From an optimization exercise on the open Yosys and OpenROAD flow, aimed at small area; shortcuts taken in it are not production practice. The RTL was checked by simulation tests, not by an equivalence proof against the original design. No activity file was given, so power comes from the tool's default toggle rates.

$ cat flow/design.v
module top(reset, en, clock, ps2clk, ps2data, h_sync, v_sync, r, g, b);
  input reset, en, clock, ps2clk, ps2data;
  output h_sync, v_sync;
  output [2:0] r;
  output [2:0] g;
  output [2:0] b;
  genvar k;
  reg [1:0] dc;
  always @(posedge clock or posedge reset)
    if (reset) dc <= 2'd0;
    else dc <= {dc[1] ^ (dc[0] & en), dc[0] ^ en};
  wire tick = en & ~dc[1] & dc[0];
  reg [3:0] ks;
  reg [3:0] ks_n;
  always @(*)
    case (ks)
      4'd0, 4'd1, 4'd2, 4'd3: ks_n = ps2clk ? ks + 4'd1 : 4'd0;
      4'd4:                   ks_n = ps2clk ? 4'd4 : 4'd5;
      4'd5, 4'd6, 4'd7:       ks_n = ps2clk ? 4'd1 : ks + 4'd1;
      default:                ks_n = ps2clk ? 4'd1 : 4'd0;
    endcase
  always @(posedge clock or posedge reset)
    if (reset) ks <= 4'd0;
    else if (tick) ks <= ks_n;
  wire fe = tick & ks[3];
  reg [3:0] cnt;
  reg       f0;
  reg [2:0] cc;
  reg       par;
  wire start = ~cnt[3] & cnt[1];
  wire last  = ~cnt[3] & ~cnt[1] & cnt[0];
  wire [2:0] d = cnt[2:0];
  reg e1;
  always @(*)
    case (d)
      3'd0: e1 = 1'b1;
      3'd1: e1 = cc[0];
      3'd2: e1 = ~(cc[0] | cc[2]);
      3'd3: e1 = cc[2];
      3'd4: e1 = ~cc[2];
      3'd5: e1 = 1'b1;
      3'd6: e1 = ~(cc[2] & cc[1]);
      default: e1 = 1'b0;
    endcase
  wire e = f0 ? e1 : d[2];
  wire mis = (ps2data ^ e) & ~(cc[1] & cc[0]);
  reg [2:0] t;
  always @(*)
    if (!f0) t = 3'b011;
    else case ({cc, d})
      {3'b000, 3'd0}: t = 3'b001;
      {3'b000, 3'd1}: t = 3'b100;
      {3'b000, 3'd3}: t = 3'b110;
      {3'b001, 3'd1}: t = 3'b010;
      {3'b100, 3'd6}: t = 3'b101;
      default:        t = 3'b011;
    endcase
  wire [2:0] cn = start  ? {3{ps2data}} :
                  cnt[3] ? (mis ? t : cc) :
                  cc | {3{~(par ^ ps2data)}};
  always @(posedge clock)
    if (fe) begin
      cc  <= cn;
      par <= (start ? 1'b0 : par) ^ ps2data;
    end
  wire good = ~(cc[2] & cc[1] & cc[0]) & ps2data;
  wire rel  = fe & last & good & f0;
  always @(posedge clock or posedge reset)
    if (reset) begin
      cnt <= 4'b0111;
      f0  <= 1'b0;
    end else if (fe) begin
      cnt <= last ? 4'b0111 : cnt + 4'd1;
      if (last & good) f0 <= ~f0 & (cc == 3'b000);
    end
  wire hu = (cc == 3'b000), hd = (cc == 3'b001);
  wire wu = (cc == 3'b100), wd = (cc == 3'b010);
  wire ft = (cc == 3'b101), it = (cc == 3'b110);
  localparam [25:0] LR = 26'h30a1746;
  localparam [25:0] LD = 26'h3850ba3;
  reg [25:0] lf;
  reg        blink;
  wire       lwrap = (lf == LD);
  always @(posedge clock or posedge reset)
    if (reset) begin
      lf    <= LR;
      blink <= 1'b0;
    end else begin
      lf    <= {lf[24:0], ~(lf[25] ^ lf[5] ^ lf[1] ^ lf[0]) ^ lwrap};
      blink <= blink ^ lwrap;
    end
  reg f, i;
  always @(posedge clock or posedge reset)
    if (reset) begin
      f <= 1'b0;
      i <= 1'b0;
    end else begin
      f <= f ^ (rel & ft);
      i <= i ^ (rel & it);
    end
  reg [7:0] xq; reg [2:0] xr;
  reg [6:0] yq; reg [2:0] yr;
  wire xr4 = xr[2] & ~xr[0];
  wire yr4 = yr[2] & ~yr[0];
  wire xend = ~xq[7] & xq[6] & xr[0] & ~xr[1];     
  wire yend = ~yq[6] & yq[5] & yq[3] & yr[0] & ~yr[1];   
  wire xwrap = tick & xend;
  wire ywrap = xwrap & yend;
  wire xt = tick & ~xend;
  wire yt = xwrap & ~yend;
  wire [8:0] xc; assign xc[0] = xt & xr4;
  wire [7:0] yc; assign yc[0] = yt & yr4;
  generate
    for (k = 0; k < 8; k = k + 1) begin : gx
      assign xc[k+1] = xc[k] & xq[k];
    end
    for (k = 0; k < 7; k = k + 1) begin : gy
      assign yc[k+1] = yc[k] & yq[k];
    end
  endgenerate
  always @(posedge clock or posedge reset)
    if (reset) begin
      xq <= 8'd160; xr <= 3'b011;    
      yq <= 7'd78;  yr <= 3'b111;    
    end else begin
      if (xwrap) begin xq <= 8'd160; xr <= 3'b011; end
      else begin
        xq <= xq ^ xc[7:0];
        if (xt) xr <= {xr[1] & xr[0], xr[0], ~xr[2]};
      end
      if (ywrap) begin yq <= 7'd78; yr <= 3'b111; end
      else begin
        yq <= yq ^ yc[6:0];
        if (yt) yr <= {yr[1] & yr[0], yr[0], ~yr[2]};
      end
    end
  reg [5:0] m, n;
  wire m_max = m[5] & m[4] & m[3] & m[2];       
  wire m_min = (m[5:2] == 4'd0) & ~(m[1] & m[0]);  
  wire n_max = n[5] & n[2] & n[1];              
  wire n_min = (n[5:2] == 4'd0) & ~(n[1] & n[0]);
  wire mch = rel & ((wu & ~m_max) | (wd & ~m_min));
  wire nch = rel & ((hu & ~n_max) | (hd & ~n_min));
  wire [6:0] mc; assign mc[0] = mch;
  wire [6:0] nc; assign nc[0] = nch;
  generate
    for (k = 0; k < 6; k = k + 1) begin : gm
      assign mc[k+1] = mc[k] & (m[k] ^ ~wu);
      assign nc[k+1] = nc[k] & (n[k] ^ ~hu);
    end
  endgenerate
  always @(posedge clock or posedge reset)
    if (reset) begin
      m <= 6'd4; n <= 6'd4;
    end else begin
      m <= m ^ mc[5:0];
      n <= n ^ nc[5:0];
    end
  wire sx = xq[7], sy = yq[6];
  wire [6:0] qx = xq[6:0] ^ {7{sx}};
  wire [5:0] qy = yq[5:0] ^ {6{sy}};
  wire c1x = sx ? xr[2] : ~xr[1];      
  wire c1y = sy ? yr[2] : ~yr[1];
  wire r2x = xr[1] & ~xr[2];           
  wire r2y = yr[1] & ~yr[2];
  wire [7:0] kx; assign kx[0] = c1x;
  wire [6:0] ky; assign ky[0] = c1y;
  wire [6:0] tx; wire [5:0] ty;
  wire [6:0] mx = {1'b0, m};
  generate
    for (k = 0; k < 7; k = k + 1) begin : gsx
      assign tx[k] = mx[k] ^ ~qx[k] ^ kx[k];
      assign kx[k+1] = (mx[k] & ~qx[k]) | (mx[k] & kx[k]) | (~qx[k] & kx[k]);
    end
    for (k = 0; k < 6; k = k + 1) begin : gsy
      assign ty[k] = n[k] ^ ~qy[k] ^ ky[k];
      assign ky[k+1] = (n[k] & ~qy[k]) | (n[k] & ky[k]) | (~qy[k] & ky[k]);
    end
  endgenerate
  wire outer_x = kx[7];
  wire outer_y = ky[6];
  wire inner_x = r2x | (tx != 7'd0);
  wire inner_y = r2y | (ty != 6'd0);
  wire outline = outer_x & outer_y & ~(inner_x & inner_y);
  wire blank = (xq[7] & ~xq[6]) | ((xq == 8'd192) & ~xr[1]) |
               (yq[6] & (yq[5:0] < 6'd24)) | ((yq == 7'd88) & ~yr[1]);
  wire inv = (f & blink) | i;
  wire p1 = ~blank & (outline ? ~inv : i);
  wire p0 = ~blank & (outline ?  inv : i);
  assign r = {p1, p0, p0};
  assign g = {p1, p1, p0};
  assign b = {p1, p0, p0};
  wire xge = ((xq > 8'd163) & ~xq[6]) | ((xq == 8'd163) & xr[2]);
  wire xle = ((xq < 8'd182) & xq[7]) | ((xq == 8'd182) & ~(xr[2] & ~xr[0]));
  assign h_sync = ~(xge & xle);
  assign v_sync = (yq == 7'd81) & ~yr[1];
endmodule
$ cat flow/flow/run.sh
#!/bin/bash
# Standard layout flow with single-strength port buffers and a clock tree
# built from clkbuf_8 cells without dummy loads.
set -euo pipefail
export BUFFER_PORTS_ARGS="-buffer_cell sky130_fd_sc_hd__buf_1"
export CTS_ARGS="-sink_clustering_enable -repair_clock_nets -buf_list sky130_fd_sc_hd__clkbuf_8 -dont_use_dummy_load"
bash standard.sh > standard.log 2>&1
$ cat flow/standard.sh
#!/bin/bash
# synth_recipe.tcl (not shown) runs the flow's synth.tcl, then flattens the netlist and writes it again
# the make line also repeats each setting of config.mk as NAME=value (left out here)
make -C /OpenROAD-flow-scripts/flow DESIGN_CONFIG=/design/flow/config.mk WORK_HOME=/design/flow/orfs CLKGATE_MAP_FILE= SYNTH_SCRIPT=/design/flow/synth_recipe.tcl "${@:-finish}"
$ cat flow/config.mk
export PLATFORM = sky130hd
export DESIGN_NAME = top
export DESIGN_NICKNAME = top
export VERILOG_FILES = /design/flow/design.v
export SDC_FILE = /design/flow/constraint.sdc
export NUM_CORES = 4
export LEC_CHECK = 0
export CAP_MARGIN = 20
export CORE_MARGIN = 2
export CORE_UTILIZATION = 40
export SLEW_MARGIN = 20
$ cat flow/constraint.sdc
create_clock -name core_clock -period 10.0 [get_ports {clock}]
set_input_delay 2.0000 -clock core_clock [delete_from_list [all_inputs] [get_ports {clock}]]
set_output_delay 2.0000 -clock core_clock [all_outputs]
set_load 0.01 [all_outputs]
==> results of run 1 <==
## worst min-delay path by stage
stage          cells past startpoint  endpoint
6_report                           0     lf[9]
5_1_grt                            0    lf[10]
4_1_cts                            0     lf[9]
3_5_place_dp                       0    lf[17]
3_3_place_gp                       0     lf[5]
2_1_floorplan                      0    lf[17]
## state kept, by name, indices dropped and copies added, names as in the netlist
| register | cells |
|---|---|
| lf | 26 |
| xq | 8 |
| yq | 7 |
| m | 6 |
| n | 6 |
| cnt | 4 |
| ks | 4 |
| cc | 3 |
| xr | 3 |
| yr | 3 |
| dc | 2 |
| blink | 1 |
| f | 1 |
| f0 | 1 |
| i | 1 |
| par | 1 |
## per-layer routing
layer  vias to the layer above  routed length, um
met5                         -                  0
met4                         0                 87
met3                         9                269
met2                        50               3600
met1                      1422               3770
li1                       1399                  -
## cell families (layout without fill, tap and decap cells)
family,Yosys count,after routing,synth area share [%]
simple gates,126,126,16.6
flops,77,77,45.6
compound gates,67,67,10.4
buf+inv,44,49,4.84
fa+ha+maj,40,40,13.6
xor+xnor,38,38,7.67
mux,5,5,1.21
## worst max-delay path: cells and delay by family (launching register included)
kind / cells / cell delay (ns)
mux: 1 / 0.29
fa+ha+maj: 7 / 2.34
buf+inv: 4 / 0.42
compound gates: 3 / 0.53
simple gates: 2 / 0.42
flops: 1 / 0.68
## cell usage in the layout (no fill, tap or decap), types with 4 or more instances in the layout
cell type / count
a21oi_1: 11
a31oi_1: 4
and2_1: 9
and3_1: 5
buf_1: 15
clkbuf_8: 9
dfrtp_1: 46
dfstp_2: 27
edfxtp_1: 4
fa_1: 12
ha_1: 28
inv_1: 23
nand2_1: 29
nand3_1: 11
nand4_1: 5
nor2_1: 17
nor2b_1: 8
nor3_1: 8
nor4_1: 7
o21ai_0: 20
o22ai_1: 5
xnor2_1: 26
xor2_1: 12
## power groups by stage
stage | combinational (mW) | clock, mW | sequential, mW
after floorplan | 0.142 | 0 | 0.381
after global placement | 0.165 | 0 | 0.392
after detailed placement | 0.173 | 0 | 0.393
after CTS | 0.174 | 0.190 | 0.387
after global routing | 0.201 | 0.201 | 0.394
final | 0.173 | 0.177 | 0.387
## metrics by stage
step           instances  setup WS (ns)  power, mW  utilization (%)
3_5_place_dp         533           3.31      0.566             41.7
6_report             542           2.98      0.737             42.9
3_3_place_gp         533           3.41      0.556             41.7
2_1_floorplan        397           3.35      0.522                -
4_1_cts              542           2.94      0.751             42.9
5_1_grt              542           2.55      0.795             42.9
## area by class of cell
class | count | area, um2
Fill cell | 1030 | 6110
Multi-Input combinational cell | 276 | 2150
Sequential cell | 77 | 1980
Tap cell | 140 | 175
Clock buffer | 9 | 124
Inverter | 24 | 90.1
Timing Repair Buffer | 16 | 63.8
==> results.py, run 1 <==
metrics = {
    "run_status": {
        "status": "complete, no violations",
    },
    "final_layout": {
        "antennaDiodeCount": 0,
        "layout.nets": 449,
        "drive_above_1_share_pct": 12.4,
        "stdcell_area_mm2": 0.00458,
        "area_growth_pct": 5.59,
    },
    "clocking": {
        "post-cts-setup-buffer-count": 0,
        "clk_pin_slew_ns": 0.07,
        "cts_buffers": 9,
        "hold_buffers": 0,
        "clk_latency_ns": 0.34,
        "htreeDepth": 3,
        "clock-sinks": 77,
        "cts_root_buf": "clkbuf_8",
        "ctsResizeCount": 0,
        "clock_path_buffers": 2,
        "cts_tree": "done",
    },
    "global_route": {
        "met2_usage_pct": 23.9,
        "grt_max_degree": 74,
        "grt-busiest-layer": "met2",
        "grt_use_total_pct": 14.8,
        "grt_pass1_wl_mm": 13.8,
        "grt_pass1_vias": 2926,
        "antenna_found_initial": 0,
        "grtUsageMet1_pct": 20.0,
        "grt_overflow_total": 0,
        "met3_usage_pct": 3.50,
    },
    "yosys": {
        "netlist_area_mm2": 0.00434,
        "synth_nets": 442,
        "synth_edf_count": 4,
        "yosysMostFrequentCell": "dfrtp_1",
        "ys_seq_area_share_pct": 45.6,
        "synthTopCellsByCount": "dfrtp_1 (46), nand2_1 (29), ha_1 (28)",
        "synth_top_cell_by_area": "dfrtp_1",
        "synth_area_leaders": "dfrtp_1 (27%), dfstp_2 (16%), ha_1 (8.1%)",
        "synth_area_per_cell_um2": 10.9,
        "synth_ff_type": "dfrtp_1",
        "synth_seq_cells": 77,
        "synthArstFlopShare_pct": 94.8,
        "synth_cells": 397,
        "ys_types": 65,
        "yosys.area.top_type_share_pct": 26.5,
        "synth_warnings": 1,
    },
    "sta": {
        "worst_pin_slew_ns": 0.911,
        "setup_viol": 0,
        "max_slew_margin_pct": 39.3,
        "period_minus_slack_ns": 7.02,
        "drv_slew": 0,
        "whs_ns": 0.370,
        "period_share_pct": 70.2,
        "fin_skew_ns": 0.0199,
        "fmax_mhz": 142,
        "tns_ns": 0,
        "rsz0062_at_grt": "no",
        "hold_violations": 0,
    },
    "power_and_ir_drop": {
        "p_per_area_mw_per_mm2": 161,
        "p_leak_nw": 1.95,
        "ir_drop_v": 0.000104,
        "intPower_mw": 0.505,
        "pwr-share-seq_pct": 52.5,
        "switching_power_mw": 0.231,
        "clock_power_share_pct": 24.0,
        "sw_frac_of_total_pct": 31.4,
        "power_frac_comb_pct": 23.5,
    },
    "floorplanning": {
        "die_y_um": 108,
        "die_area_mm2": 0.0117,
        "core-area_mm2": 0.0107,
        "ios": 16,
        "core.rowCount": 38,
        "die_x_um": 108,
        "initial_utilization_pct": 40.6,
    },
    "critical_path": {
        "crit_path_end": "b[0]",
        "rr_startpoint": "xq[7]",
        "cp_slowest_stage_delay_ns": 0.68,
        "crit_required_ns": 8.00,
        "endpoint_kind": "output pin",
        "cp-start-kind": "register",
        "reg2reg_slack_ns": 7.02,
        "r2r-end": "yq[5]",
        "startpoint": "xq[7]",
        "rr_worst_depth": 12,
        "path_cells": "inv_1 -> mux2_2 -> fa_1 -> inv_1 -> fa_1 -> inv_1 -> fa_1 -> fa_1 -> fa_1 -> fa_1 -> ha_1 -> nor4_1 -> o2111ai_1 -> a21oi_1 -> a31oi_1 -> nor2b_1 -> buf_1",
        "crit_slowest_cell": "dfstp_2",
        "critical_path_class": "register to output pin",
        "critPathMostFrequentCell": "fa_1",
        "arrival_ns": 5.02,
        "critPathMaxFanout": 11,
    },
    "route": {
        "dr.pass1.iters": 5,
        "drc_errors": 0,
        "viasPerCell": 5.31,
        "vias": 2880,
        "routed_wl_mm": 7.73,
        "drtAntennaViolNets": 0,
        "wl_per_cell_um": 14.3,
        "drt_iter0_drc": 149,
    },
    "run": {
        "maxCapViolations": 0,
    },
    "placed_design": {
        "place_congestion": 0.827,
        "port_buffers": 15,
        "dp_hpwl_mm": 5.50,
        "postPlaceCellArea_mm2": 0.00446,
    },
    "worst_hold_path": {
        "worstHoldStart": "lf[8]",
        "hp-class": "register to register",
    },
}
==> inputs of run 2 (changes only) <==
==> flow/flow/run.sh (replaced) <==
#!/bin/bash
# Layout flow: the standard flow (standard.sh) with three changes.
#  - Synthesis is synth_recipe.tcl unchanged except that ABC maps the
#    combinational logic with an area-oriented script (area.abc) instead of
#    the speed script; registers are mapped exactly as in the standard flow.
#  - The ports get single-strength buffers (buf_1).
#  - The clock tree is built from clkbuf_8 cells, without dummy loads.
set -euo pipefail
here=$(pwd)
export AREA_ABC_SCRIPT="$here/flow/area.abc"
export FLOW_SYNTH_TCL="$here/synth_recipe.tcl"
export BUFFER_PORTS_ARGS="-buffer_cell sky130_fd_sc_hd__buf_1"
export CTS_ARGS="-sink_clustering_enable -repair_clock_nets -buf_list sky130_fd_sc_hd__clkbuf_8 -dont_use_dummy_load -sink_clustering_size 40 -sink_clustering_max_diameter 400 -sink_clustering_levels 1"
sed "s#SYNTH_SCRIPT=[^ ]*#SYNTH_SCRIPT=$here/flow/area_synth.tcl#" standard.sh > area_standard.sh
grep -q "SYNTH_SCRIPT=$here/flow/area_synth.tcl" area_standard.sh
bash area_standard.sh > standard.log 2>&1
==> flow/flow/area.abc (new file) <==
strash
&get -n
&deepsyn -J 200 -T 300
&put
dch -f
amap
==> flow/flow/area_synth.tcl (new file) <==
# synth_recipe.tcl with one change: the abc call uses the script in
# $AREA_ABC_SCRIPT (area-oriented) in place of ORFS's speed script.
proc abc {args} {
  set i [lsearch -exact $args -script]
  if { $i >= 0 } { lset args [expr {$i + 1}] $::env(AREA_ABC_SCRIPT) }
  yosys abc {*}$args
}
source $::env(FLOW_SYNTH_TCL)
==> run 2 against run 1 <==
Global-route usage grew 0.80 points. Maximum frequency fell by 6.7%. Clock power hardly changed. First-iteration DRC count shrank 15%. Utilization up 1.7 points. Sequential power decreased by 1%. Worst hold slack got worse by 0.015 ns. Combinational power fell by 17%. Setup slack worse by 0.50 ns.
==> results.py, run 2 <==
metrics = {
    "yosys": {
        "netlist_area_mm2": 0.00411,
        "synthArstFlopShare_pct": 94.8,
        "synth_warnings": 1,
        "synth_nets": 460,
        "ys_seq_area_share_pct": 48.2,
        "synth_area_per_cell_um2": 9.89,
        "synth_cells": 415,
        "synth_seq_cells": 77,
        "ys_types": 40,
        "synth_area_leaders": "dfrtp_1 (28%), dfstp_2 (17%), ha_1 (8.5%)",
        "synth_edf_count": 4,
        "yosysMostFrequentCell": "clkinv_1",
        "synth_ff_type": "dfrtp_1",
        "synth_top_cell_by_area": "dfrtp_1",
        "yosys.area.top_type_share_pct": 28.0,
        "synthTopCellsByCount": "clkinv_1 (57), nor2_1 (47), dfrtp_1 (46)",
    },
    "route": {
        "routed_wl_mm": 7.73,
        "vias": 2923,
        "wl_per_cell_um": 13.7,
        "drt_iter0_drc": 126,
        "viasPerCell": 5.18,
        "drtAntennaViolNets": 0,
        "dr.pass1.iters": 4,
        "drc_errors": 0,
    },
    "sta": {
        "rsz0062_at_grt": "no",
        "whs_ns": 0.356,
        "drv_slew": 0,
        "max_slew_margin_pct": 37.7,
        "period_share_pct": 75.3,
        "period_minus_slack_ns": 7.53,
        "setup_ws_ns": 2.47,
        "fin_skew_ns": 0.0261,
        "fmax_mhz": 133,
        "hold_violations": 0,
        "tns_ns": 0,
        "setup_viol": 0,
        "worst_pin_slew_ns": 0.934,
    },
    "final_layout": {
        "layout.nets": 478,
        "mostFrequentLayoutCells": "clkinv_1 (56), nor2_1 (47), dfrtp_1 (46)",
        "final_cells": 564,
        "antennaDiodeCount": 0,
        "top_regs": "lf x26, xq x8, yq x7",
        "fillers": 916,
        "stdcell_area_mm2": 0.00439,
        "drive_above_1_share_pct": 8.82,
        "largest_register_ffs": 26,
        "utilization_pct": 44.5,
        "area_growth_pct": 6.98,
        "final_common_cell": "clkinv_1",
        "regMostFlops": "lf",
    },
    "clocking": {
        "htreeDepth": 3,
        "clk_pin_slew_ns": 0.09,
        "clock_path_buffers": 2,
        "clk_latency_ns": 0.35,
        "post-cts-setup-buffer-count": 0,
        "cts_tree": "done",
        "clock-sinks": 77,
        "cts_buffers": 9,
        "hold_buffers": 0,
        "cts_root_buf": "clkbuf_8",
        "ctsResizeCount": 0,
    },
    "placed_design": {
        "dp.cells": 555,
        "dp_hpwl_mm": 5.71,
        "post-place-ws_ns": 2.80,
        "place_congestion": 0.838,
        "postPlaceCellArea_mm2": 0.00427,
        "port_buffers": 15,
    },
    "critical_path": {
        "cp-start-kind": "register",
        "critPathMostFrequentCell": "fa_1",
        "critPathMaxFanout": 11,
        "crit_slowest_cell": "dfstp_2",
        "path_buf_inv": 3,
        "path_delay_family": "adder cells",
        "arrival_ns": 5.53,
        "endpoint_kind": "output pin",
        "critical_path_class": "register to output pin",
        "cp_slowest_stage_delay_ns": 0.60,
        "crit_required_ns": 8.00,
        "path_cells": "clkinv_1 -> o22ai_1 -> fa_1 -> clkinv_1 -> fa_1 -> fa_1 -> fa_1 -> fa_1 -> fa_1 -> or4_1 -> a2111oi_0 -> o211ai_1 -> a211o_1 -> nor2_1 -> buf_1",
    },
    "run_status": {
        "status": "complete, no violations",
    },
    "floorplanning": {
        "initial_utilization_pct": 41.6,
        "ios": 16,
        "die_x_um": 105,
        "die_area_mm2": 0.0111,
        "die_y_um": 105,
        "core.rowCount": 36,
        "core-area_mm2": 0.00986,
    },
    "global_route": {
        "grt_pass1_vias": 2967,
        "met2_usage_pct": 24.4,
        "grt_max_degree": 74,
        "met3_usage_pct": 4.70,
        "grt-busiest-layer": "met2",
        "antenna_found_initial": 0,
        "grt_use_total_pct": 15.6,
        "grtUsageMet1_pct": 20.6,
        "grt_pass1_wl_mm": 13.9,
        "grt_overflow_total": 0,
    },
    "power_and_ir_drop": {
        "ir_drop_v": 0.0000990,
        "finalPower_mw": 0.705,
        "p_leak_nw": 1.82,
        "p_per_area_mw_per_mm2": 161,
    },
    "run": {
        "maxCapViolations": 0,
    },
    "worst_hold_path": {
        "hp-class": "register to register",
    },
}
==> run 2: cell count changes in the layout (fill, tap and decap cells not counted), moves of 5 or more <==
cell / delta
and2_1: -9
a21oi_1: +9
or2_0: +7
nor3_1: +7
xor2_1: -12
inv_1: -23
nand2_1: +6
xnor2_1: -26
o22ai_1: +8
clkinv_1: +56
nor2_1: +30
and3_1: -5
==> run 2: path summary, 6_finish.rpt <==
kind / start / end / slack (ns) / cells after the start
min reg2reg: lf[1] / lf[2] / 0.36 / 0
min in group asynchronous: reset / lf[5] / 1.90 / 3
max in group asynchronous: reset / m[3] / 7.47 / 3
max: yq[6] / r[1] / 2.47 / 15
min: lf[1] / lf[2] / 0.36 / 0
max reg2reg: dc[1] / n[5] / 6.27 / 10
==> run 2: report_power, final <==
group / switching (mW) / total [mW] / internal (mW)
combinational: 0.0870 / 0.144 / 0.0570
sequential: 0.0313 / 0.382 / 0.350
clock: 0.0991 / 0.180 / 0.0804
==> run 2: worst reg2reg max path: cells and delay by family (launching register included) <==
kind / cells / cell delay, ns
compound gates: 4 / 1.35
buf+inv: 1 / 0.20
simple gates: 5 / 1.67
flops: 1 / 0.40
==> run 2: layout make-up <==
cell class | count | area [um2] | area share [%]
Timing Repair Buffer | 16 | 63.8 | 1.45
Multi-Input combinational cell | 272 | 1840 | 42.0
Sequential cell | 77 | 1980 | 45.1
Tap cell | 133 | 166 | 3.79
Clock buffer | 9 | 124 | 2.82
Inverter | 57 | 214 | 4.87
==> run 2: cells by family after synthesis <==
group           count (synthesis)  share of synthesized area, %
compound gates                 89                          14.0
fa+ha+maj                      40                          14.4
buf+inv                        66                          6.86
flops                          77                          48.2
simple gates                  143                          16.6
==> run 2: per-layer routing <==
metal  share of wire (%)  routed length (um)
met1                  50                3830
met2                  45                3500
met3                 3.7                 287
met4                 1.4                 106
met5                   0                   0
==> inputs of run 3 (changes only) <==
--- a/flow/flow/run.sh
+++ b/flow/flow/run.sh
@@ -11,5 +11,5 @@
 export FLOW_SYNTH_TCL="$here/synth_recipe.tcl"
 export BUFFER_PORTS_ARGS="-buffer_cell sky130_fd_sc_hd__buf_1"
-export CTS_ARGS="-sink_clustering_enable -repair_clock_nets -buf_list sky130_fd_sc_hd__clkbuf_8 -dont_use_dummy_load -sink_clustering_size 40 -sink_clustering_max_diameter 400 -sink_clustering_levels 1"
+export CTS_ARGS="-sink_clustering_enable -repair_clock_nets -buf_list sky130_fd_sc_hd__clkbuf_16 -dont_use_dummy_load"
 sed "s#SYNTH_SCRIPT=[^ ]*#SYNTH_SCRIPT=$here/flow/area_synth.tcl#" standard.sh > area_standard.sh
 grep -q "SYNTH_SCRIPT=$here/flow/area_synth.tcl" area_standard.sh
==> run 3 against run 2 <==
Flip-flop and latch count is the same. Worst hold slack improved by 0.0027 ns. Clock skew fell by 0.0056 ns. Clock-buffer cell count is the same. Wire length grew 1.5%. Highest routed layer unchanged. Via count grew 1.0%. Combinational power about the same. Synthesized area is the same. Critical path depth stayed put. Largest power group unchanged. Maximum frequency decreased by 1.2%.
==> results.py, run 3 <==
metrics = {
    "floorplanning": {
        "core-area_mm2": 0.00986,
        "die_area_mm2": 0.0111,
        "ios": 16,
        "initial_utilization_pct": 41.6,
        "core.rowCount": 36,
        "die_x_um": 105,
        "die_y_um": 105,
    },
    "final_layout": {
        "final_common_cell": "clkinv_1",
        "largest_register_ffs": 26,
        "layout.nets": 478,
        "area_growth_pct": 9.45,
        "stdcell_area_mm2": 0.00449,
        "antennaDiodeCount": 0,
        "utilization_pct": 45.5,
        "mostFrequentLayoutCells": "clkinv_1 (56), nor2_1 (47), dfrtp_1 (46)",
        "top_regs": "lf x26, xq x8, yq x7",
        "drive_above_1_share_pct": 8.82,
        "regMostFlops": "lf",
    },
    "critical_path": {
        "rr_worst_depth": 10,
        "path_delay_family": "adder cells",
        "rr_startpoint": "dc[1]",
        "path_buf_inv": 3,
        "endpoint_kind": "output pin",
        "r2r-end": "n[5]",
        "cp_slowest_stage_delay_ns": 0.59,
        "reg2reg_slack_ns": 6.24,
        "crit_slowest_cell": "dfstp_2",
        "critPathMostFrequentCell": "fa_1",
        "crit_required_ns": 8.00,
        "critical_path_class": "register to output pin",
        "path_cells": "clkinv_1 -> o22ai_1 -> fa_1 -> clkinv_1 -> fa_1 -> fa_1 -> fa_1 -> fa_1 -> fa_1 -> or4_1 -> a2111oi_0 -> o211ai_1 -> a211o_1 -> nor2_1 -> buf_1",
        "cp-start-kind": "register",
        "arrival_ns": 5.62,
        "critPathMaxFanout": 11,
    },
    "placed_design": {
        "dp_hpwl_mm": 5.71,
        "place_congestion": 0.838,
        "post-place-ws_ns": 2.80,
        "port_buffers": 15,
        "postPlaceCellArea_mm2": 0.00427,
    },
    "route": {
        "drtAntennaViolNets": 0,
        "dr.pass1.iters": 4,
        "drt_iter0_drc": 154,
        "viasPerCell": 5.24,
        "routed_wl_mm": 7.84,
        "wl_per_cell_um": 13.9,
        "drc_errors": 0,
        "vias": 2953,
    },
    "sta": {
        "whs_ns": 0.358,
        "worst_pin_slew_ns": 0.931,
        "period_minus_slack_ns": 7.62,
        "max_slew_margin_pct": 37.9,
        "setup_ws_ns": 2.38,
        "setup_viol": 0,
        "drv_slew": 0,
        "tns_ns": 0,
        "fin_skew_ns": 0.0205,
        "hold_violations": 0,
        "fmax_mhz": 131,
        "period_share_pct": 76.2,
        "rsz0062_at_grt": "no",
    },
    "clocking": {
        "clk_pin_slew_ns": 0.07,
        "post-cts-setup-buffer-count": 0,
        "hold_buffers": 0,
        "htreeDepth": 3,
        "clock-sinks": 77,
        "clk_latency_ns": 0.33,
        "ctsResizeCount": 0,
        "cts_buffers": 9,
        "cts_tree": "done",
        "cts_root_buf": "clkbuf_16",
        "clock_path_buffers": 2,
    },
    "worst_hold_path": {
        "hp-class": "register to register",
        "worstHoldPathCells": 0,
        "hold_path_end": "lf[2]",
        "worstHoldStart": "lf[1]",
    },
    "yosys": {
        "synth_top_cell_by_area": "dfrtp_1",
        "synth_warnings": 1,
        "synth_edf_count": 4,
        "synth_ff_type": "dfrtp_1",
        "synthArstFlopShare_pct": 94.8,
        "ys_seq_area_share_pct": 48.2,
        "yosysMostFrequentCell": "clkinv_1",
        "yosys.area.top_type_share_pct": 28.0,
        "synth_nets": 460,
        "synth_area_leaders": "dfrtp_1 (28%), dfstp_2 (17%), ha_1 (8.5%)",
        "synth_area_per_cell_um2": 9.89,
        "netlist_area_mm2": 0.00411,
        "synthTopCellsByCount": "clkinv_1 (57), nor2_1 (47), dfrtp_1 (46)",
        "ys_types": 40,
        "synth_cells": 415,
        "synth_seq_cells": 77,
    },
    "global_route": {
        "grt_max_degree": 74,
        "grt_overflow_total": 0,
        "grt_pass1_vias": 2987,
        "antenna_found_initial": 0,
        "grt_pass1_wl_mm": 14.0,
        "grt_use_total_pct": 15.6,
    },
    "power_and_ir_drop": {
        "intPower_mw": 0.566,
        "clock_power_share_pct": 33.7,
        "ir_drop_v": 0.000105,
        "sw_frac_of_total_pct": 28.9,
        "p_leak_nw": 1.87,
        "p_per_area_mw_per_mm2": 177,
        "switching_power_mw": 0.230,
        "power_frac_comb_pct": 18.3,
        "pwr-share-seq_pct": 48.0,
    },
    "run_status": {
        "status": "complete, no violations",
    },
    "run": {
        "maxCapViolations": 0,
    },
}
## run 3: cell counts after synthesis
Identical to the previous run, type by type.
## run 3: final cells by class
type | count | area, um2
inverters | 57 | 214
well taps | 133 | 166
clock buffers | 9 | 225
flip-flops and latches | 77 | 1980
multi-input cells | 272 | 1840
fillers | 908 | 5370
repair buffers | 16 | 63.8
## run 3: routing by layer
metal	GRT usage (%)	part of all wire (%)
met2	24.7	46
met4	4.86	1.4
met3	4.14	3.7
met1	20.9	49
met5	0	0
## run 3: cells by family (layout without fill, tap and decap cells)
kind of cell / count (synthesis) / in the layout / share of synthesized area [%]
AO/OA/AOI/OAI: 89 / 89 / 14.0
adder cells (fa/ha/maj): 40 / 40 / 14.4
buffers and inverters: 66 / 82 / 6.86
flip-flops: 77 / 77 / 48.2
AND/OR/NAND/NOR: 143 / 143 / 16.6
## run 3: worst max path at each step
stage | start | endpoint | slack, ns | cells after the start
finish | yq[6] | r[1] | 2.38 | 15
global route | yq[6] | r[0] | 2.04 | 15
CTS | yq[6] | r[1] | 2.33 | 15
detailed placement | yq[6] | r[1] | 2.80 | 15
global placement | yq[6] | b[0] | 3.03 | 15
floorplan | yq[6] | b[0] | 3.25 | 15
## run 3: power by group through the flow
| stage | sequential (mW) | clock [mW] | combinational, mW |
|---|---|---|---|
| after floorplan | 0.378 | 0 | 0.115 |
| after global placement | 0.386 | 0 | 0.139 |
| after detailed placement | 0.386 | 0 | 0.146 |
| after CTS | 0.382 | 0.278 | 0.147 |
| after global routing | 0.387 | 0.290 | 0.171 |
| final | 0.382 | 0.268 | 0.145 |
## run 3: metrics by stage
| step | std cells | power (mW) |
|---|---|---|
| 6_report | 564 | 0.796 |
| 3_3_place_gp | 555 | 0.525 |
| 4_1_cts | 564 | 0.807 |
| 3_5_place_dp | 555 | 0.532 |
| 2_1_floorplan | 415 | 0.493 |
| 5_1_grt | 564 | 0.848 |
==> inputs of run 4 (changes only) <==
--- a/flow/flow/run.sh
+++ b/flow/flow/run.sh
@@ -11,5 +11,5 @@
 export FLOW_SYNTH_TCL="$here/synth_recipe.tcl"
 export BUFFER_PORTS_ARGS="-buffer_cell sky130_fd_sc_hd__buf_1"
-export CTS_ARGS="-sink_clustering_enable -repair_clock_nets -buf_list sky130_fd_sc_hd__clkbuf_16 -dont_use_dummy_load"
+export CTS_ARGS="-sink_clustering_enable -repair_clock_nets -buf_list sky130_fd_sc_hd__clkbuf_8 -dont_use_dummy_load"
 sed "s#SYNTH_SCRIPT=[^ ]*#SYNTH_SCRIPT=$here/flow/area_synth.tcl#" standard.sh > area_standard.sh
 grep -q "SYNTH_SCRIPT=$here/flow/area_synth.tcl" area_standard.sh
==> run 4 against run 3 <==
Still clean on timing, DRC and antenna. Clock skew increased by 0.0056 ns. Cell area decreased by 2.3%. Flip-flop and latch count unchanged. Synthesized cell count unchanged. Utilization decreased by 1.0 points. Sequential power about the same. Critical endpoint unchanged. Largest cell class unchanged. Highest routed layer unchanged.
==> results.py, run 4 <==
metrics = {
    "yosys": {
        "netlist_area_mm2": 0.00411,
        "synthArstFlopShare_pct": 94.8,
        "synthMuxAreaShare_pct": 0,
        "synth_top_family_by_area": "simple AND/OR/NAND/NOR gates",
        "synthTopCellsByCount": "clkinv_1 (57), nor2_1 (47), dfrtp_1 (46)",
        "synth_simple_gate_area_share_pct": 16.5,
        "synth_cells": 415,
        "synth-xor-area-share_pct": 0,
        "synth_seq_cells": 77,
        "synth_edf_count": 4,
        "synth_top_cell_by_area": "dfrtp_1",
        "synthAdderAreaFrac_pct": 14.4,
        "synth_nets": 460,
        "synth_area_leaders": "dfrtp_1 (28%), dfstp_2 (17%), ha_1 (8.5%)",
        "yosysMostFrequentCell": "clkinv_1",
        "synth_warnings": 1,
        "ys_seq_area_share_pct": 48.2,
        "synth_compound_area_share_pct": 14.0,
        "synth_ff_type": "dfrtp_1",
        "ys_types": 40,
        "yosys.area.top_type_share_pct": 28.0,
        "synth_area_per_cell_um2": 9.89,
    },
    "global_route": {
        "grt_pass1_wl_mm": 13.9,
        "antenna_found_initial": 0,
        "grt_use_total_pct": 15.6,
        "grt_max_degree": 74,
        "grt_overflow_total": 0,
        "grt_pass1_vias": 2967,
    },
    "final_layout": {
        "fillers": 916,
        "drive_above_1_share_pct": 8.82,
        "regMostFlops": "lf",
        "antennaDiodeCount": 0,
        "seq_area_mm2": 0.00198,
        "layout.nets": 478,
        "utilization_pct": 44.5,
        "mostFrequentLayoutCells": "clkinv_1 (56), nor2_1 (47), dfrtp_1 (46)",
        "largest_register_ffs": 26,
        "final_common_cell": "clkinv_1",
        "top_regs": "lf x26, xq x8, yq x7",
        "area_growth_pct": 6.98,
        "multi_input_area_mm2": 0.00184,
    },
    "critical_path": {
        "crit_required_ns": 8.00,
        "critPathMaxFanout": 11,
        "endpoint_kind": "output pin",
        "arrival_ns": 5.53,
        "crit_slowest_cell": "dfstp_2",
        "cp-start-kind": "register",
        "critical_path_class": "register to output pin",
        "cp_slowest_stage_delay_ns": 0.60,
        "path_cells": "clkinv_1 -> o22ai_1 -> fa_1 -> clkinv_1 -> fa_1 -> fa_1 -> fa_1 -> fa_1 -> fa_1 -> or4_1 -> a2111oi_0 -> o211ai_1 -> a211o_1 -> nor2_1 -> buf_1",
        "critPathMostFrequentCell": "fa_1",
    },
    "clocking": {
        "ctsResizeCount": 0,
        "post-cts-setup-buffer-count": 0,
        "cts_buffers": 9,
        "clock_path_buffers": 2,
        "htreeDepth": 3,
        "clk_pin_slew_ns": 0.09,
        "clk_latency_ns": 0.35,
        "cts_root_buf": "clkbuf_8",
        "cts_tree": "done",
        "hold_buffers": 0,
        "clock-sinks": 77,
    },
    "route": {
        "top_layer": "met4",
        "drt_iter0_drc": 126,
        "dr.pass1.iters": 4,
        "drt-met1-wl_mm": 3.83,
        "routed_wl_mm": 7.73,
        "wl_per_cell_um": 13.7,
        "drtAntennaViolNets": 0,
        "viasPerCell": 5.18,
        "route.met3.wl_um": 287,
        "vias": 2923,
        "wl_met2_mm": 3.50,
        "drc_errors": 0,
    },
    "power_and_ir_drop": {
        "ir_drop_v": 0.0000990,
        "p_leak_nw": 1.82,
        "p_per_area_mw_per_mm2": 161,
    },
    "run_status": {
        "status": "complete, no violations",
    },
    "sta": {
        "period_minus_slack_ns": 7.53,
        "max_slew_margin_pct": 37.7,
        "rsz0062_at_grt": "no",
        "setup_viol": 0,
        "fmax_mhz": 133,
        "tns_ns": 0,
        "period_share_pct": 75.3,
        "hold_violations": 0,
        "drv_slew": 0,
        "worst_pin_slew_ns": 0.934,
        "fin_skew_ns": 0.0261,
    },
    "floorplanning": {
        "die_area_mm2": 0.0111,
        "core-area_mm2": 0.00986,
        "ios": 16,
        "core.rowCount": 36,
        "die_x_um": 105,
        "initial_utilization_pct": 41.6,
        "die_y_um": 105,
    },
    "run": {
        "maxCapViolations": 0,
    },
    "placed_design": {
        "port_buffers": 15,
        "place_congestion": 0.838,
        "dp_hpwl_mm": 5.71,
    },
    "worst_hold_path": {
        "hp-class": "register to register",
    },
}
==> run 4: changes by cell type in the layout (fill, tap and decap cells not counted) <==
cell and change:
clkbuf_8 +9, clkbuf_16 -9
==> run 4: final timing paths <==
path                       startpoint    end  slack (ns)  cells after the start
min                             lf[1]  lf[2]        0.36                      0
max reg2reg                     dc[1]   n[5]        6.27                     10
min reg2reg                     lf[1]  lf[2]        0.36                      0
max in group asynchronous       reset   m[3]        7.47                      3
max                             yq[6]   r[1]        2.47                     15
min in group asynchronous       reset  lf[5]        1.90                      3
==> run 4: metal layers <==
layer | track usage, % | up-vias
met2 | 24.4 | 52
met3 | 4.70 | 11
met4 | 5.33 | 0
met1 | 20.6 | 1390
met5 | 0 | -
li1 | - | 1470
==> run 4: layout make-up <==
cell class / count / share of cell area (%)
inverter: 57 / 4.87
clock buffer: 9 / 2.82
timing repair buffer: 16 / 1.45
multi-input combinational: 272 / 42.0
tap: 133 / 3.79
sequential: 77 / 45.1
==> run 4: stage by stage <==
stage               setup WS [ns]  total power, mW  area (um2)  instances  hold WS, ns
finish                       2.47            0.705        4390        564        0.356
global route                 2.10            0.759        4390        564        0.349
CTS                          2.40            0.719        4390        564        0.352
detailed placement           2.80            0.532        4270        555        0.359
global placement             3.03            0.525        4270        555        0.354
floorplan                    3.25            0.493        4110        415        0.346
==> run 4: logic make-up (layout without fill, tap and decap cells) <==
kind of cell,count (synthesis),count (layout)
DFF,77,77
and+or+nand+nor,143,143
AOI/OAI and AO/OA,89,89
adders and majority gates,40,40
buffers and inverters,66,82
==> run 4: where the power goes <==
| part | internal, mW | switching (mW) |
|---|---|---|
| logic | 0.0570 | 0.0870 |
| registers | 0.350 | 0.0313 |
| clock network | 0.0804 | 0.0991 |
| total | 0.488 | 0.217 |
==> run 4: worst max-delay path: cells and delay by family (launching register included) <==
kind / cells / cell delay, ns
fa+ha+maj: 6 / 2.20
compound gates: 4 / 1.19
buf+inv: 3 / 0.51
flops: 1 / 0.60
simple gates: 2 / 0.68
==> inputs of run 5 (changes only) <==
--- a/flow/design.v
+++ b/flow/design.v
@@ -99,44 +99,58 @@
       i <= i ^ (rel & it);
     end
-  reg [7:0] xq; reg [2:0] xr;
-  reg [6:0] yq; reg [2:0] yr;
-  wire xr4 = xr[2] & ~xr[0];
-  wire yr4 = yr[2] & ~yr[0];
-  wire xend = ~xq[7] & xq[6] & xr[0] & ~xr[1];     
-  wire yend = ~yq[6] & yq[5] & yq[3] & yr[0] & ~yr[1];   
+  reg       sx, sy;
+  reg [6:0] xq;
+  reg [5:0] yq;
+  reg [2:0] xr, yr;
+  wire xr0 = ~xr[2] & ~xr[0];
+  wire xr3 =  xr[2] &  xr[0];
+  wire xr4 =  xr[2] & ~xr[0];
+  wire yr0 = ~yr[2] & ~yr[0];
+  wire yr3 =  yr[2] &  yr[0];
+  wire yr4 =  yr[2] & ~yr[0];
+  wire xturn = sx & (xq == 7'd0) & xr3;      
+  wire xend  = ~sx & xq[6] & xr4;            
+  wire yturn = sy & (yq == 6'd0) & yr3;      
+  wire yend  = ~sy & yq[5] & yq[3] & yr4;    
   wire xwrap = tick & xend;
   wire ywrap = xwrap & yend;
-  wire xt = tick & ~xend;
-  wire yt = xwrap & ~yend;
-  wire [8:0] xc; assign xc[0] = xt & xr4;
-  wire [7:0] yc; assign yc[0] = yt & yr4;
+  wire xstep = tick & ~xend & ~xturn;
+  wire ystep = xwrap & ~yend & ~yturn;
+  wire [7:0] xc; assign xc[0] = xstep & (sx ? xr0 : xr4);
+  wire [6:0] yc; assign yc[0] = ystep & (sy ? yr0 : yr4);
   generate
-    for (k = 0; k < 8; k = k + 1) begin : gx
-      assign xc[k+1] = xc[k] & xq[k];
-    end
-    for (k = 0; k < 7; k = k + 1) begin : gy
-      assign yc[k+1] = yc[k] & yq[k];
+    for (k = 0; k < 7; k = k + 1) begin : gx
+      assign xc[k+1] = xc[k] & (xq[k] ^ sx);
+    end
+    for (k = 0; k < 6; k = k + 1) begin : gy
+      assign yc[k+1] = yc[k] & (yq[k] ^ sy);
     end
   endgenerate
   always @(posedge clock or posedge reset)
     if (reset) begin
-      xq <= 8'd160; xr <= 3'b011;    
-      yq <= 7'd78;  yr <= 3'b111;    
-    end else begin
-      if (xwrap) begin xq <= 8'd160; xr <= 3'b011; end
-      else begin
-        xq <= xq ^ xc[7:0];
-        if (xt) xr <= {xr[1] & xr[0], xr[0], ~xr[2]};
+      sx <= 1'b1; xq <= 7'd96; xr <= 3'b000;    
+      sy <= 1'b1; yq <= 6'd49; yr <= 3'b110;    
+    end else begin
+      if (xwrap) begin
+        sx <= 1'b1; xq <= 7'd96; xr <= 3'b000;
+      end else begin
+        if (tick & xturn) sx <= 1'b0;
+        xq <= xq ^ xc[6:0];
+        if (xstep) xr <= sx ? {~xr[0], xr[2] | ~xr[0], xr[1]}
+                            : {xr[1] & xr[0], xr[0], ~xr[2]};
       end
-      if (ywrap) begin yq <= 7'd78; yr <= 3'b111; end
-      else begin
-        yq <= yq ^ yc[6:0];
-        if (yt) yr <= {yr[1] & yr[0], yr[0], ~yr[2]};
+      if (ywrap) begin
+        sy <= 1'b1; yq <= 6'd49; yr <= 3'b110;
+      end else begin
+        if (xwrap & yturn) sy <= 1'b0;
+        yq <= yq ^ yc[5:0];
+        if (ystep) yr <= sy ? {~yr[0], yr[2] | ~yr[0], yr[1]}
+                            : {yr[1] & yr[0], yr[0], ~yr[2]};
       end
     end
   reg [5:0] m, n;
-  wire m_max = m[5] & m[4] & m[3] & m[2];       
+  wire m_max = m[5] & m[4] & m[3] & m[2];          
   wire m_min = (m[5:2] == 4'd0) & ~(m[1] & m[0]);  
-  wire n_max = n[5] & n[2] & n[1];              
+  wire n_max = n[5] & n[2] & n[1];                 
   wire n_min = (n[5:2] == 4'd0) & ~(n[1] & n[0]);
   wire mch = rel & ((wu & ~m_max) | (wd & ~m_min));
@@ -152,37 +166,28 @@
   always @(posedge clock or posedge reset)
     if (reset) begin
-      m <= 6'd4; n <= 6'd4;
+      m <= 6'd4;
+      n <= 6'd4;
     end else begin
       m <= m ^ mc[5:0];
       n <= n ^ nc[5:0];
     end
-  wire sx = xq[7], sy = yq[6];
-  wire [6:0] qx = xq[6:0] ^ {7{sx}};
-  wire [5:0] qy = yq[5:0] ^ {6{sy}};
-  wire c1x = sx ? xr[2] : ~xr[1];      
-  wire c1y = sy ? yr[2] : ~yr[1];
-  wire r2x = xr[1] & ~xr[2];           
-  wire r2y = yr[1] & ~yr[2];
-  wire [7:0] kx; assign kx[0] = c1x;
-  wire [6:0] ky; assign ky[0] = c1y;
-  wire [6:0] tx; wire [5:0] ty;
   wire [6:0] mx = {1'b0, m};
+  wire [7:0] ox; assign ox[0] = 1'b1;
+  wire [7:0] ix; assign ix[0] = xr0;
+  wire [6:0] oy; assign oy[0] = 1'b1;
+  wire [6:0] iy; assign iy[0] = yr0;
   generate
-    for (k = 0; k < 7; k = k + 1) begin : gsx
-      assign tx[k] = mx[k] ^ ~qx[k] ^ kx[k];
-      assign kx[k+1] = (mx[k] & ~qx[k]) | (mx[k] & kx[k]) | (~qx[k] & kx[k]);
-    end
-    for (k = 0; k < 6; k = k + 1) begin : gsy
-      assign ty[k] = n[k] ^ ~qy[k] ^ ky[k];
-      assign ky[k+1] = (n[k] & ~qy[k]) | (n[k] & ky[k]) | (~qy[k] & ky[k]);
+    for (k = 0; k < 7; k = k + 1) begin : gcx
+      assign ox[k+1] = (mx[k] & ~xq[k]) | ((mx[k] | ~xq[k]) & ox[k]);
+      assign ix[k+1] = (mx[k] & ~xq[k]) | ((mx[k] | ~xq[k]) & ix[k]);
+    end
+    for (k = 0; k < 6; k = k + 1) begin : gcy
+      assign oy[k+1] = (n[k] & ~yq[k]) | ((n[k] | ~yq[k]) & oy[k]);
+      assign iy[k+1] = (n[k] & ~yq[k]) | ((n[k] | ~yq[k]) & iy[k]);
     end
   endgenerate
-  wire outer_x = kx[7];
-  wire outer_y = ky[6];
-  wire inner_x = r2x | (tx != 7'd0);
-  wire inner_y = r2y | (ty != 6'd0);
-  wire outline = outer_x & outer_y & ~(inner_x & inner_y);
-  wire blank = (xq[7] & ~xq[6]) | ((xq == 8'd192) & ~xr[1]) |
-               (yq[6] & (yq[5:0] < 6'd24)) | ((yq == 7'd88) & ~yr[1]);
+  wire outline = ox[7] & oy[6] & ~(ix[7] & iy[6]);
+  wire blank = (sx & ((xq > 7'd64) | ((xq == 7'd64) & ~xr0))) |
+               (sy & ((yq > 6'd40) | ((yq == 6'd40) & ~yr0)));
   wire inv = (f & blink) | i;
   wire p1 = ~blank & (outline ? ~inv : i);
@@ -191,7 +196,5 @@
   assign g = {p1, p1, p0};
   assign b = {p1, p0, p0};
-  wire xge = ((xq > 8'd163) & ~xq[6]) | ((xq == 8'd163) & xr[2]);
-  wire xle = ((xq < 8'd182) & xq[7]) | ((xq == 8'd182) & ~(xr[2] & ~xr[0]));
-  assign h_sync = ~(xge & xle);
-  assign v_sync = (yq == 7'd81) & ~yr[1];
+  assign h_sync = ~(sx & (((xq == 7'd73) & xr4) | ((xq >= 7'd74) & (xq <= 7'd92))));
+  assign v_sync = sy & (yq == 6'd47) & yr[0] & ~yr[2];
 endmodule
==> run 5 against run 4 <==
Largest power group unchanged. Via count up 8.2%. Largest cell class unchanged. Combinational power up 9%. Setup slack better by 2.1 ns. Critical path depth up 2. First-iteration DRC count down 17%. Maximum frequency up 40%. Highest routed layer unchanged.
==> results.py, run 5 <==
metrics = {
    "final_layout": {
        "antennaDiodeCount": 0,
        "utilization_pct": 43.7,
        "area_growth_pct": 7.29,
        "fillers": 952,
        "layout.nets": 478,
        "largest_register_ffs": 26,
        "drive_above_1_share_pct": 7.81,
        "regMostFlops": "lf",
        "mostFrequentLayoutCells": "nor2_1 (72), clkinv_1 (66), dfrtp_1 (48)",
        "final_common_cell": "nor2_1",
        "top_regs": "lf x26, xq x7",
    },
    "sta": {
        "worst_pin_slew_ns": 0.902,
        "setup_viol": 0,
        "fmax_mhz": 186,
        "hold_violations": 0,
        "setup_ws_ns": 4.62,
        "fin_skew_ns": 0.0249,
        "whs_ns": 0.363,
        "period_minus_slack_ns": 5.38,
        "max_slew_margin_pct": 39.8,
        "rsz0062_at_grt": "no",
        "period_share_pct": 53.8,
        "tns_ns": 0,
        "drv_slew": 0,
    },
    "power_and_ir_drop": {
        "p_leak_nw": 1.53,
        "clock_power_share_pct": 24.8,
        "ir_drop_v": 0.000107,
        "p_per_area_mw_per_mm2": 171,
        "intPower_mw": 0.493,
        "sw_frac_of_total_pct": 31.5,
        "power_frac_comb_pct": 21.8,
        "pwr-share-seq_pct": 53.4,
        "switching_power_mw": 0.226,
        "finalPower_mw": 0.719,
    },
    "yosys": {
        "synth_area_per_cell_um2": 8.83,
        "yosysMostFrequentCell": "nor2_1",
        "synth_seq_cells": 77,
        "synth_cells": 445,
        "ys_seq_area_share_pct": 50.4,
        "synth_top_cell_by_area": "dfrtp_1",
        "ys_types": 42,
        "synth_area_leaders": "dfrtp_1 (31%), dfstp_2 (17%), nor2_1 (6.9%)",
        "synthArstFlopShare_pct": 94.8,
        "netlist_area_mm2": 0.00393,
        "synth_ff_type": "dfrtp_1",
        "synth_nets": 460,
        "yosys.area.top_type_share_pct": 30.6,
        "synth_warnings": 1,
        "synth_edf_count": 4,
        "synthTopCellsByCount": "nor2_1 (72), clkinv_1 (67), dfrtp_1 (48)",
    },
    "clocking": {
        "clock-sinks": 77,
        "clk_pin_slew_ns": 0.09,
        "clock_path_buffers": 2,
        "cts_buffers": 9,
        "cts_tree": "done",
        "clk_latency_ns": 0.35,
        "post-cts-setup-buffer-count": 0,
        "cts_root_buf": "clkbuf_8",
        "ctsResizeCount": 0,
        "htreeDepth": 3,
        "hold_buffers": 0,
    },
    "placed_design": {
        "dp_hpwl_mm": 5.94,
        "post-place-ws_ns": 4.29,
        "port_buffers": 15,
        "place_congestion": 0.891,
    },
    "critical_path": {
        "arrival_ns": 5.62,
        "crit_required_ns": 10.24,
        "endpoint_kind": "register",
        "critical_path_class": "primary input to register",
        "critPathMaxFanout": 7,
        "rr_worst_depth": 15,
        "cp-start-kind": "primary input",
    },
    "global_route": {
        "grt_pass1_vias": 3008,
        "grt_use_total_pct": 17.1,
        "grt_overflow_total": 0,
        "grt_max_degree": 74,
        "antenna_found_initial": 0,
        "grt_pass1_wl_mm": 14.1,
    },
    "route": {
        "vias": 3164,
        "drtAntennaViolNets": 0,
        "routed_wl_mm": 8.15,
        "drt_iter0_drc": 104,
        "drc_errors": 0,
        "wl_per_cell_um": 13.7,
        "viasPerCell": 5.33,
        "dr.pass1.iters": 4,
    },
    "floorplanning": {
        "die_x_um": 103,
        "initial_utilization_pct": 40.8,
        "die_area_mm2": 0.0106,
        "core.rowCount": 36,
        "ios": 16,
        "core-area_mm2": 0.00964,
        "die_y_um": 103,
    },
    "worst_hold_path": {
        "hp-class": "register to register",
        "worstHoldPathCells": 0,
    },
    "run_status": {
        "status": "complete, no violations",
    },
    "run": {
        "maxCapViolations": 0,
    },
}
## run 5: cell count changes after synthesis, moves of 4 or more
cell and change:
ha_1 -18, o21ai_0 +12, o221ai_1 +4, nor2_1 +25, nand3_1 +4, fa_1 -12
nor2b_1 -8, a211oi_1 +4, a21oi_1 +7, clkinv_1 +10, or2_0 -4
## run 5: final timing paths
check | start | endpoint | slack (ns)
setup / recovery | en | m[5] | 4.62
hold / removal | lf[16] | lf[17] | 0.36
setup reg to reg | dc[1] | m[5] | 6.03
hold reg to reg | lf[16] | lf[17] | 0.36
max in group asynchronous | reset | xq[3] | 7.49
min in group asynchronous | reset | lf[18] | 1.89
## run 5: metal layers
layer,GRT usage [%],up-vias,part of all wire [%]
li1,-,1609,-
met1,22.7,1492,47
met2,26.7,53,47
met3,4.34,10,3.7
met4,7.49,0,1.5
met5,0,-,0
## run 5: final cells by class
| cell class | instances | area [um2] | share of cell area [%] |
|---|---|---|---|
| multi-input combinational | 292 | 1630 | 38.7 |
| tap | 133 | 166 | 3.95 |
| sequential | 77 | 1980 | 46.9 |
| timing repair buffer | 16 | 63.8 | 1.51 |
| inverter | 67 | 251 | 5.97 |
| clock buffer | 9 | 124 | 2.94 |
## run 5: power groups by stage
stage               sequential, mW  clock [mW]  combinational (mW)
floorplan                    0.379           0               0.125
global placement             0.389           0               0.153
finish                       0.384       0.179               0.157
global route                 0.390       0.198               0.183
CTS                          0.383       0.190               0.157
detailed placement           0.388           0               0.156
## run 5: per-stage QoR
step	instances	area, um2
floorplan	445	3930
global placement	585	4090
detailed placement	585	4090
CTS	594	4220
global route	594	4220
finish	594	4220
## run 5: logic make-up after synthesis
group,Yosys count,synth area share (%)
and+or+nand+nor,160,18.2
adders and majority gates,10,3.18
DFF,77,50.4
AOI/OAI and AO/OA,122,20.1
buffers and inverters,76,8.12
## run 5: worst max-delay path: stages
cell      delay (ns)
buf_1           0.10
nand2_1         0.06
nor2_1          0.33
clkinv_1        0.29
nor2_1          0.34
nand3_1         0.19
or3_1           0.46
nor3_1          0.29
o311ai_0        0.20
o41ai_1         0.14
o221ai_1        0.27
nor2_1          0.21
o221ai_1        0.19
a21oi_1         0.27
clkinv_1        0.13
nor2_1          0.09
o21ai_0         0.08
==> inputs of run 6 (changes only) <==
--- a/flow/design.v
+++ b/flow/design.v
@@ -149,5 +149,7 @@
       end
     end
-  reg [5:0] m, n;
+  reg [5:0] mn, nn;          
+  wire [5:0] m = ~mn;
+  wire [5:0] n = ~nn;
   wire m_max = m[5] & m[4] & m[3] & m[2];          
   wire m_min = (m[5:2] == 4'd0) & ~(m[1] & m[0]);  
@@ -166,9 +168,9 @@
   always @(posedge clock or posedge reset)
     if (reset) begin
-      m <= 6'd4;
-      n <= 6'd4;
-    end else begin
-      m <= m ^ mc[5:0];
-      n <= n ^ nc[5:0];
+      mn <= ~6'd4;
+      nn <= ~6'd4;
+    end else begin
+      mn <= mn ^ mc[5:0];
+      nn <= nn ^ nc[5:0];
     end
   wire [6:0] mx = {1'b0, m};
==> run 6 against run 5 <==
Clock-buffer cell count stayed put. Utilization up 0.96 points. Still clean on timing, DRC and antenna. Largest cell class unchanged. Clock power about the same. Largest power group unchanged. Total power rose by 15%. Register-to-register slack better by 0.18 ns. Setup slack better by 0.20 ns. Critical endpoint is now nn[4]. Die area shrank 1.0%.
==> results.py, run 6 <==
metrics = {
    "global_route": {
        "grt_pass1_vias": 3031,
        "grt_overflow_total": 0,
        "grt_max_degree": 59,
        "grt_pass1_wl_mm": 13.8,
        "antenna_found_initial": 0,
        "grt_use_total_pct": 16.6,
    },
    "sta": {
        "fmax_mhz": 193,
        "hold_violations": 0,
        "period_minus_slack_ns": 5.18,
        "drv_slew": 0,
        "worst_pin_slew_ns": 0.957,
        "setup_viol": 0,
        "rsz0062_at_grt": "no",
        "setup_ws_ns": 4.82,
        "tns_ns": 0,
        "fin_skew_ns": 0.0150,
        "max_slew_margin_pct": 35.6,
        "period_share_pct": 51.8,
    },
    "yosys": {
        "synthTopCellsByCount": "nor2_1 (78), clkinv_1 (66), dfrtp_1 (40)",
        "synth_nets": 461,
        "netlist_area_mm2": 0.00389,
        "yosysMostFrequentCell": "nor2_1",
        "ys_seq_area_share_pct": 51.1,
        "synth_top_cell_by_area": "dfrtp_1",
        "ys_types": 37,
        "synth_area_per_cell_um2": 8.72,
        "synth_warnings": 1,
        "synth_ff_type": "dfrtp_1",
        "synth_cells": 446,
        "yosys.area.top_type_share_pct": 25.7,
        "synthArstFlopShare_pct": 94.8,
        "synth_edf_count": 4,
        "synth_area_leaders": "dfrtp_1 (26%), dfstp_2 (22%), nor2_1 (7.5%)",
        "synth_seq_cells": 77,
    },
    "critical_path": {
        "path_depth": 15,
        "path_buf_inv": 3,
        "path_cells": "buf_1 -> nand2_1 -> nor2_1 -> clkinv_1 -> nor2_1 -> nand2_1 -> nor3_1 -> nand2_1 -> a2111oi_0 -> o221ai_1 -> nor2_1 -> o221ai_1 -> clkinv_1 -> nand2_1 -> o21a_1",
        "critical_path_class": "primary input to register",
        "reg2reg_slack_ns": 6.21,
        "endpoint_kind": "register",
        "cp_slowest_stage_delay_ns": 0.56,
        "rr_worst_depth": 13,
        "startpoint": "en",
        "crit_slowest_cell": "a2111oi_0",
        "cp-start-kind": "primary input",
        "critPathMostFrequentCell": "nand2_1",
        "crit_path_end": "nn[4]",
        "r2r-end": "nn[4]",
        "path_delay_family": "simple AND/OR/NAND/NOR gates",
        "critPathMaxFanout": 9,
        "arrival_ns": 5.45,
        "rr_startpoint": "dc[1]",
        "crit_required_ns": 10.27,
    },
    "clocking": {
        "clock-sinks": 77,
        "hold_buffers": 0,
        "clock_path_buffers": 2,
        "clk_pin_slew_ns": 0.08,
        "clk_latency_ns": 0.34,
        "cts_tree": "done",
        "htreeDepth": 3,
        "post-cts-setup-buffer-count": 0,
        "ctsResizeCount": 0,
        "cts_root_buf": "clkbuf_8",
        "cts_buffers": 9,
    },
    "placed_design": {
        "postPlaceCellArea_mm2": 0.00405,
        "place_congestion": 0.881,
        "port_buffers": 15,
        "dp_hpwl_mm": 5.91,
        "post-place-ws_ns": 4.48,
    },
    "route": {
        "drt-met1-wl_mm": 3.60,
        "routed_wl_mm": 7.89,
        "top_layer": "met4",
        "drtAntennaViolNets": 0,
        "drt_iter0_drc": 159,
        "wl_met2_mm": 3.94,
        "route.met3.wl_um": 262,
        "dr.pass1.iters": 4,
        "vias": 3139,
        "wl_per_cell_um": 13.3,
        "drc_errors": 0,
        "viasPerCell": 5.31,
    },
    "floorplanning": {
        "core.rowCount": 35,
        "die_x_um": 103,
        "die_area_mm2": 0.0105,
        "core-area_mm2": 0.00933,
        "die_y_um": 103,
        "ios": 16,
        "initial_utilization_pct": 41.7,
    },
    "final_layout": {
        "multi_input_area_mm2": 0.00158,
        "top_regs": "lf x26, xq x7",
        "antennaDiodeCount": 0,
        "utilization_pct": 44.7,
        "stdcell_area_mm2": 0.00417,
        "regMostFlops": "lf",
        "final_common_cell": "nor2_1",
        "mostFrequentLayoutCells": "nor2_1 (78), clkinv_1 (65), dfrtp_1 (40)",
        "largest_register_ffs": 26,
        "area_growth_pct": 7.24,
        "fillers": 942,
        "layout.nets": 479,
        "drive_above_1_share_pct": 9.52,
        "seq_area_mm2": 0.00199,
    },
    "power_and_ir_drop": {
        "p_per_area_mw_per_mm2": 198,
        "finalPower_mw": 0.823,
        "ir_drop_v": 0.000100,
        "p_leak_nw": 1.53,
    },
    "worst_hold_path": {
        "hp-class": "register to register",
    },
    "run_status": {
        "status": "complete, no violations",
    },
    "run": {
        "maxCapViolations": 0,
    },
}
## run 6: changes by cell type after synthesis, sizes merged, moves of 3 or more
| cell | change |
|---|---|
| nand2 | +4 |
| nor2 | +6 |
| a31oi | +5 |
| dfrtp | -8 |
| dfstp | +8 |
| o21ai | +3 |
| a21oi | +5 |
| nor2b | -4 |
| nor4 | -5 |
## run 6: final cells by class
type / count / share of cell area, %
Clock buffer: 9 / 2.97
Sequential cell: 77 / 47.7
Multi-Input combinational cell: 294 / 38.0
Inverter: 66 / 5.94
Tap cell: 129 / 3.87
Timing Repair Buffer: 16 / 1.53
## run 6: worst min path at each step
stage / from / end / slack, ns / cells past startpoint
finish: lf[9] / lf[10] / 0.37 / 0
global route: lf[9] / lf[10] / 0.38 / 0
CTS: lf[23] / lf[24] / 0.37 / 0
detailed placement: lf[9] / lf[10] / 0.36 / 0
global placement: lf[9] / lf[10] / 0.36 / 0
floorplan: lf[3] / lf[4] / 0.35 / 0
## run 6: layer usage
layer,vias to the layer above,global-route usage [%]
li1,1581,-
met1,1489,20.6
met2,60,28.4
met3,9,4.14
met5,-,0
met4,0,5.03
## run 6: kinds of logic (layout without fill, tap and decap cells)
group,count (synthesis),after routing,share of synthesized area (%)
flip-flops,77,77,51.1
adder cells (fa/ha/maj),10,10,3.22
AND/OR/NAND/NOR,160,160,17.8
AO/OA/AOI/OAI,123,123,19.5
buffers and inverters,75,91,8.11
XOR/XNOR,1,1,0.225
## run 6: through the flow
step,hold WS [ns],std cells
floorplan,0.346,446
global placement,0.360,582
detailed placement,0.356,582
CTS,0.369,591
global route,0.377,591
finish,0.369,591
## run 6: worst register-to-register path, stage by stage (launching register included)
cell	delay, ns
dfrtp_1	0.39
nor2_1	0.42
clkinv_1	0.27
nor2_1	0.41
nand2_1	0.17
nor3_1	0.31
nand2_1	0.16
a2111oi_0	0.56
o221ai_1	0.32
nor2_1	0.28
o221ai_1	0.19
clkinv_1	0.09
nand2_1	0.06
o21a_1	0.11
## run 6: where the power goes
group,internal (mW),switching [mW],total [mW],leakage [nW]
registers,0.366,0.0503,0.416,0.846
logic,0.0856,0.144,0.230,0.619
clock network,0.0804,0.0968,0.177,0.0647
total,0.532,0.291,0.823,1.53

afterwards: timing with drivers on the ports:
No port has a modelled driver above. Below, the same layouts with a new extraction and two added sets of constraints. Step 1 sets driving cells, clkbuf_16 on the clock port and buf_2 on the other inputs (assumed; they add their load-dependent delay and slew). Step 2 adds t to the input delays and takes it off the output delays; t is the mean of the earliest and latest rising clock arrival at the registers after step 1. Input paths then give back, and output paths get back, about the clock's delay inside the block. Three values: ideal ports, drivers, drivers and shift; two values: the first two.
run	t, ns	slack for setup (ns)	clock arrival spread, ns
run 1	0.359	2.980 / 2.950 / 3.309	0.020 / 0.020
run 2	0.372	2.475 / 2.444 / 2.817	0.027 / 0.027
run 3	0.360	2.383 / 2.347 / 2.708	0.022 / 0.021
run 4	0.372	2.475 / 2.444 / 2.817	0.027 / 0.027
run 5	0.371	4.618 / 4.629 / 4.257	0.025 / 0.025
run 6	0.362	4.817 / 4.826 / 4.464	0.024 / 0.024
After both steps setup and hold are still met in every run listed. The setup slack of run 5, which loses most, moves by +0.011 ns with the drivers and by -0.361 ns with both steps.
